Source: an optimization exercise on an open RTL-to-GDS flow (aim: small area). Production flows keep margins and buffers that such runs may drop.
The RTL was checked by simulation tests, not by an equivalence proof against the original design.
Power is estimated from default activity; no workload was simulated.

## CPU
module CPU (
    input         clk,
    input         reset,
    output [15:0] imem_addr,
    input  [15:0] imem_data,
    output [15:0] dmem_addr,
    output [15:0] dmem_wdata,
    output        dmem_we,
    output        dmem_re,
    input  [15:0] dmem_rdata,
    output        halt
);
Size in the first run: about 750 cells after synthesis, about 85 I/O pins.
Settings: LEC_CHECK=0, ABC_AREA=1, CAP_MARGIN=20, CORE_MARGIN=2, CORE_UTILIZATION=75, SLEW_MARGIN=20; clock period 35.0 ns.
standard.sh (not shown) runs the stock make flow with config.mk's settings and CLKGATE_MAP_FILE= SYNTH_SCRIPT=/design/flow/synth_recipe.tcl, a recipe that flattens the netlist after the stock synthesis.
==> flow/flow/run.sh <==
#!/bin/bash
# The standard layout (standard.sh), with three changes:
#  1. after the standard synthesis, the combinational logic between the
#     flip-flops is re-mapped by ABC for area (reabc.ys); the flip-flops keep
#     their instances, names and cell types;
#  2. port buffers use the smallest buffer;
#  3. CTS uses small clock buffers in clusters of at most 8 sinks, without
#     dummy loads.
set -euo pipefail
export BUFFER_PORTS_ARGS="-buffer_cell sky130_fd_sc_hd__buf_1"
export CTS_ARGS="-sink_clustering_enable -repair_clock_nets -buf_list sky130_fd_sc_hd__clkbuf_4 -dont_use_dummy_load -sink_clustering_size 8 -sink_clustering_max_diameter 60"
W=$PWD
R=$W/orfs/results/$FLOW_PLATFORM/CPU/base
bash standard.sh $R/1_2_yosys.v > synth.log 2>&1
mkdir -p $W/reabc
cp $R/1_2_yosys.v $W/reabc/1_2_yosys_std.v
cp $W/flow/reabc.ys $W/flow/reabc.abc $W/reabc/
cp $FLOW_HOME/platforms/$FLOW_PLATFORM/lib/sky130_fd_sc_hd__tt_025C_1v80.lib $W/reabc/
(cd $W/reabc && $FLOW_HOME/../tools/install/yosys/bin/yosys -s reabc.ys > $W/reabc.log 2>&1)
cp $W/reabc/1_2_yosys.v $R/1_2_yosys.v
rm -f $W/reabc/sky130_fd_sc_hd__tt_025C_1v80.lib
bash standard.sh > standard.log 2>&1
==> flow/flow/reabc.abc <==
strash
&get -n
&deepsyn -T 40
&put
dch -f
amap -F 50 -A 50 -C 1000
topo
Other scripts of this flow, unchanged in this note and not shown: flow/flow/reabc.ys
The starting point finished clean.
Then changed:
Settings changed: CORE_UTILIZATION 75 to 60.
Outcome: The new run passed the timing, design-rule and antenna checks. Total power shrinks by 1.5%. Worst hold slack loses 0.016 ns. Worst setup slack gains 0.041 ns. Global-route usage shrinks by 10 points. Via count shrinks by 8.2%. Area after synthesis stays the same. Final cell count grows by 4.0%.
Then changed:
==> flow/flow/reabc.abc (replaced) <==
strash
&get -n
&deepsyn -T 40
&put
dch -f
amap -F 50 -A 50 -C 1000
strash
&get -n
&deepsyn -T 40
&put
dch -f
amap -F 50 -A 50 -C 1000
topo
Result: First-iteration DRC count is higher by 25%. Routed wire length is higher by 4.1%. Clock power stays flat. Design area stays flat. Via count is higher by 0.39%.

---

== P ==
CPU again, from the RTL that the note above started with.
export LEC_CHECK = 0
export ABC_AREA = 1
export CAP_MARGIN = 0
export CORE_MARGIN = 2
export CORE_UTILIZATION = 60
export SLEW_MARGIN = 0
create_clock -name core_clock -period 35.0 [get_ports {clk}]
==> flow/flow/reabc.abc <==
strash
&get -n
&deepsyn -T 40
&put
dch -f
amap -F 50 -A 50 -C 1000
topo
Scripts as last shown in full above: flow/flow/run.sh
Other scripts of this flow, unchanged in this note and not shown: flow/flow/reabc.ys
Edits applied to the flow inputs when going from P to R:
==> flow/flow/reabc.abc <==
strash
&get -n
&deepsyn -T 30
&put
dch -f
amap -F 50 -A 50 -C 1000
strash
&get -n
&deepsyn -T 30
&put
dch -f
amap -F 50 -A 50 -C 1000
strash
&get -n
&deepsyn -T 30
&put
dch -f
amap -F 50 -A 50 -C 1000
topo
--- a/flow/config.mk
+++ b/flow/config.mk
@@ -8,5 +8,5 @@
 export ABC_AREA = 1
-export CAP_MARGIN = 0
+export CAP_MARGIN = 20
 export CORE_MARGIN = 2
 export CORE_UTILIZATION = 60
-export SLEW_MARGIN = 0
+export SLEW_MARGIN = 20
- Compared with P, in R setup slack has increased, power dissipated in combinational cells has increased, count of mapped cells out of synthesis has decreased, number of tap cells added at floorplan has remained practically unchanged.

---

Setup of job 2263:
Another version of the RTL of CPU (not shown whole).
Size: roughly 930 cells after synthesis, roughly 250 flip-flops, ~85 I/O pins.
==> flow/config.mk <==
export PLATFORM = sky130hd
export DESIGN_NAME = CPU
export DESIGN_NICKNAME = CPU
export VERILOG_FILES = /design/flow/design.v
export SDC_FILE = /design/flow/constraint.sdc
export NUM_CORES = 4
export LEC_CHECK = 0
export ABC_AREA = 1
export CAP_MARGIN = 20
export CORE_MARGIN = 2
export CORE_UTILIZATION = 60
export SLEW_MARGIN = 20
==> flow/constraint.sdc <==
create_clock -name core_clock -period 35.0 [get_ports {clk}]
set_input_delay 7.0000 -clock core_clock [delete_from_list [all_inputs] [get_ports {clk}]]
set_output_delay 7.0000 -clock core_clock [all_outputs]
set_load 0.01 [all_outputs]
run.sh (not shown) runs the stock make flow with config.mk's settings and CLKGATE_MAP_FILE= SYNTH_SCRIPT=/design/flow/synth_recipe.tcl, a recipe that flattens the netlist after the stock synthesis.
Stock flow here: none of the scripts above is used.
Relative to job 2263, the following input files were edited for job 9003:
Settings: a change of CORE_UTILIZATION from 60 to 40; a deleted ABC_AREA that had been 1.
## What came out
- Diff job 9003 and job 2263: layout net count lower in job 9003
- Changes observed in job 9003 relative to job 2263: maximum clock frequency -0.0027 GHz, share of total power in combinational logic lower, clock latency on the worst-skew pair rose 0.03 ns, non-clock buffer count grew by 2, maximum vdd drop saw a decrease.
- Job 9003 ends up with a final worst-path cycle share that is 2.1 points higher than in job 2263.
The following lists how job 652 was set up differently from job 9003:
Settings: CORE_UTILIZATION now 60, was 40; ABC_AREA now 1, previously not set.
==> flow/flow/run.sh (new file) <==
#!/bin/bash
set -euo pipefail
export BUFFER_PORTS_ARGS="-buffer_cell sky130_fd_sc_hd__buf_1"
export CTS_ARGS="-sink_clustering_enable -repair_clock_nets -buf_list sky130_fd_sc_hd__clkbuf_4 -dont_use_dummy_load"
bash standard.sh > standard.log 2>&1
==> flow/standard.sh (new file) <==
#!/bin/bash
# synth_recipe.tcl (not shown) runs the flow's synth.tcl, then flattens the netlist and writes it again
# the make line also repeats each setting of config.mk as NAME=value (left out here)
make -C /OpenROAD-flow-scripts/flow DESIGN_CONFIG=/design/flow/config.mk WORK_HOME=/design/flow/orfs CLKGATE_MAP_FILE= SYNTH_SCRIPT=/design/flow/synth_recipe.tcl "${@:-finish}"
removed: flow/run.sh
==> run notes <==
Of job 652 and job 9003, it is job 652 that has the higher post-synthesis instance total. [compare] base=job 9003 new=job 652: maximum clock frequency increased about 4.4%; final-layout fill cell count decreased 929; XOR/XNOR share of the synthesized area decreased 2.0 points; clock skew increased 0.051 ns. Job 652 against job 9003; via count is up by a little under 10%. Wire length (job 652 over job 9003): increase, 0.57%. Comparing switching power summed over all nets for job 652 and job 9003, the smaller number came from job 652. The total number of multi-input combinational cells in job 652 sits 50 above the value recorded for job 9003. Sort job 652 and job 9003 by switching power as a share of total power asc -> top: job 9003.

---

CPU, a different RTL version from the one above (not shown whole).
For scale: ~8100 um^2 of cells after synthesis.
## CPU
module CPU (
    input         clk,
    input         reset,
    output [15:0] imem_addr,
    input  [15:0] imem_data,
    output [15:0] dmem_addr,
    output [15:0] dmem_wdata,
    output        dmem_we,
    output        dmem_re,
    input  [15:0] dmem_rdata,
    output        halt
);
==> flow/config.mk <==
export PLATFORM = sky130hd
export DESIGN_NAME = CPU
export DESIGN_NICKNAME = CPU
export VERILOG_FILES = /design/flow/design.v
export SDC_FILE = /design/flow/constraint.sdc
export NUM_CORES = 4
export LEC_CHECK = 0
export ABC_AREA = 1
export CAP_MARGIN = 20
export CORE_MARGIN = 2
export CORE_UTILIZATION = 60
export GPL_TIMING_DRIVEN = 0
export SLEW_MARGIN = 20
==> flow/constraint.sdc <==
create_clock -name core_clock -period 35.0 [get_ports {clk}]
set_input_delay 7.0000 -clock core_clock [delete_from_list [all_inputs] [get_ports {clk}]]
set_output_delay 7.0000 -clock core_clock [all_outputs]
set_load 0.01 [all_outputs]
standard.sh (not shown) runs the stock make flow with config.mk's settings and CLKGATE_MAP_FILE= SYNTH_SCRIPT=/design/flow/synth_recipe.tcl, a recipe that flattens the netlist after the stock synthesis.
==> flow/flow/run.sh <==
#!/bin/bash
# The standard layout (standard.sh), with three changes:
#  1. after the standard synthesis, the combinational logic between the
#     flip-flops is re-mapped by ABC for area (reabc.ys); the flip-flops keep
#     their instances, names and cell types;
#  2. port buffers use the smallest buffer;
#  3. CTS uses small clock buffers in clusters of at most 8 sinks, without
#     dummy loads.
set -euo pipefail
export BUFFER_PORTS_ARGS="-buffer_cell sky130_fd_sc_hd__buf_1"
export CTS_ARGS="-sink_clustering_enable -repair_clock_nets -buf_list sky130_fd_sc_hd__clkbuf_4 -dont_use_dummy_load -sink_clustering_size 8 -sink_clustering_max_diameter 60"
W=$PWD
R=$W/orfs/results/$FLOW_PLATFORM/CPU/base
bash standard.sh $R/1_2_yosys.v > synth.log 2>&1
mkdir -p $W/reabc
cp $R/1_2_yosys.v $W/reabc/1_2_yosys_std.v
cp $W/flow/reabc.ys $W/flow/reabc.abc $W/reabc/
cp $FLOW_HOME/platforms/$FLOW_PLATFORM/lib/sky130_fd_sc_hd__tt_025C_1v80.lib $W/reabc/
(cd $W/reabc && $FLOW_HOME/../tools/install/yosys/bin/yosys -s reabc.ys > $W/reabc.log 2>&1)
cp $W/reabc/1_2_yosys.v $R/1_2_yosys.v
rm -f $W/reabc/sky130_fd_sc_hd__tt_025C_1v80.lib
bash standard.sh > standard.log 2>&1
==> flow/flow/reabc.abc <==
strash
&get -n
&deepsyn -T 40
&put
dch -f
amap -F 50 -A 50 -C 1000
topo
Other scripts of this flow, unchanged in this note and not shown: flow/flow/reabc.ys
The starting point produced a clean layout.
Change:
- GPL_TIMING_DRIVEN: 0 -> default
Outcome: The new run went through all stages and came out clean; worst setup slack gains 90 ps; routed wire length increases by roughly a tenth; global-route usage increases by 2.0 points; register-to-register slack gains 180 ps.
Change:
==> flow/flow/reabc.abc (replaced) <==
strash
&get -n
&deepsyn -T 30
&put
dch -f
amap
topo
Outcome: The changed run went through all stages and came out clean; global-route usage falls by 1.9 points; worst setup slack degrades by 350 ps; routed wire length falls by 8.2%; synthesized area goes up by 1.3%; final cell count goes up by 3.1%; clock-buffer cell count falls by 1; combinational power falls by about 4%; via count goes down by 0.91%.

==> re-timing with driven ports <==
How much do the figures lean on ideal ports? The routed layouts below were timed once more, with nothing changed but the port constraints.
Step 1 sets driving cells, clkbuf_16 on the clock port and buf_2 on the other inputs (assumed; they add their load-dependent delay and slew).
Step 2 also shifts input and output timing later by t, the mid clock arrival at the registers, as if the neighbouring blocks saw the same clock.
Slacks: ideal ports / drivers / drivers and shift; pairs: ideal ports / drivers.
| run | t, ns | setup WS [ns] | worst setup path after step 2 | clock arrival spread, ns | cell pins on the clock port's net |
|---|---|---|---|---|---|
| the first run of note 1 | 0.589 | 18.888 / 18.846 / 18.846 | input to output | 0.055 / 0.054 | 1 |
| the second run of note 1 | 0.622 | 18.930 / 18.899 / 18.899 | input to output | 0.069 / 0.070 | 1 |
| the third run of note 1 | 0.617 | 18.868 / 18.837 / 18.837 | input to output | 0.048 / 0.049 | 1 |
| P | 0.622 | 18.930 / 18.899 / 18.899 | input to output | 0.069 / 0.070 | 1 |
| R | 0.639 | 18.973 / 18.944 / 18.944 | input to output | 0.042 / 0.041 | 1 |
| job 2263 | 0.561 | 18.641 / 18.663 / 18.102 | input to register | 0.011 / 0.011 | 1 |
| job 9003 | 0.581 | 17.897 / 17.921 / 17.339 | input to register | 0.027 / 0.027 | 1 |
| job 652 | 0.668 | 18.625 / 18.637 / 17.969 | input to register | 0.075 / 0.076 | 1 |
| the first run of note 4 | 0.620 | 19.149 / 19.127 / 19.127 | input to output | 0.064 / 0.064 | 1 |
| the second run of note 4 | 0.617 | 19.239 / 19.217 / 19.217 | input to output | 0.050 / 0.051 | 1 |
| the third run of note 4 | 0.617 | 18.886 / 18.865 / 18.865 | input to output | 0.036 / 0.036 | 1 |
After both steps setup and hold are still met in every run listed. The setup slack of job 652, which loses most, moves by +0.012 ns with the drivers and by -0.656 ns with both steps.
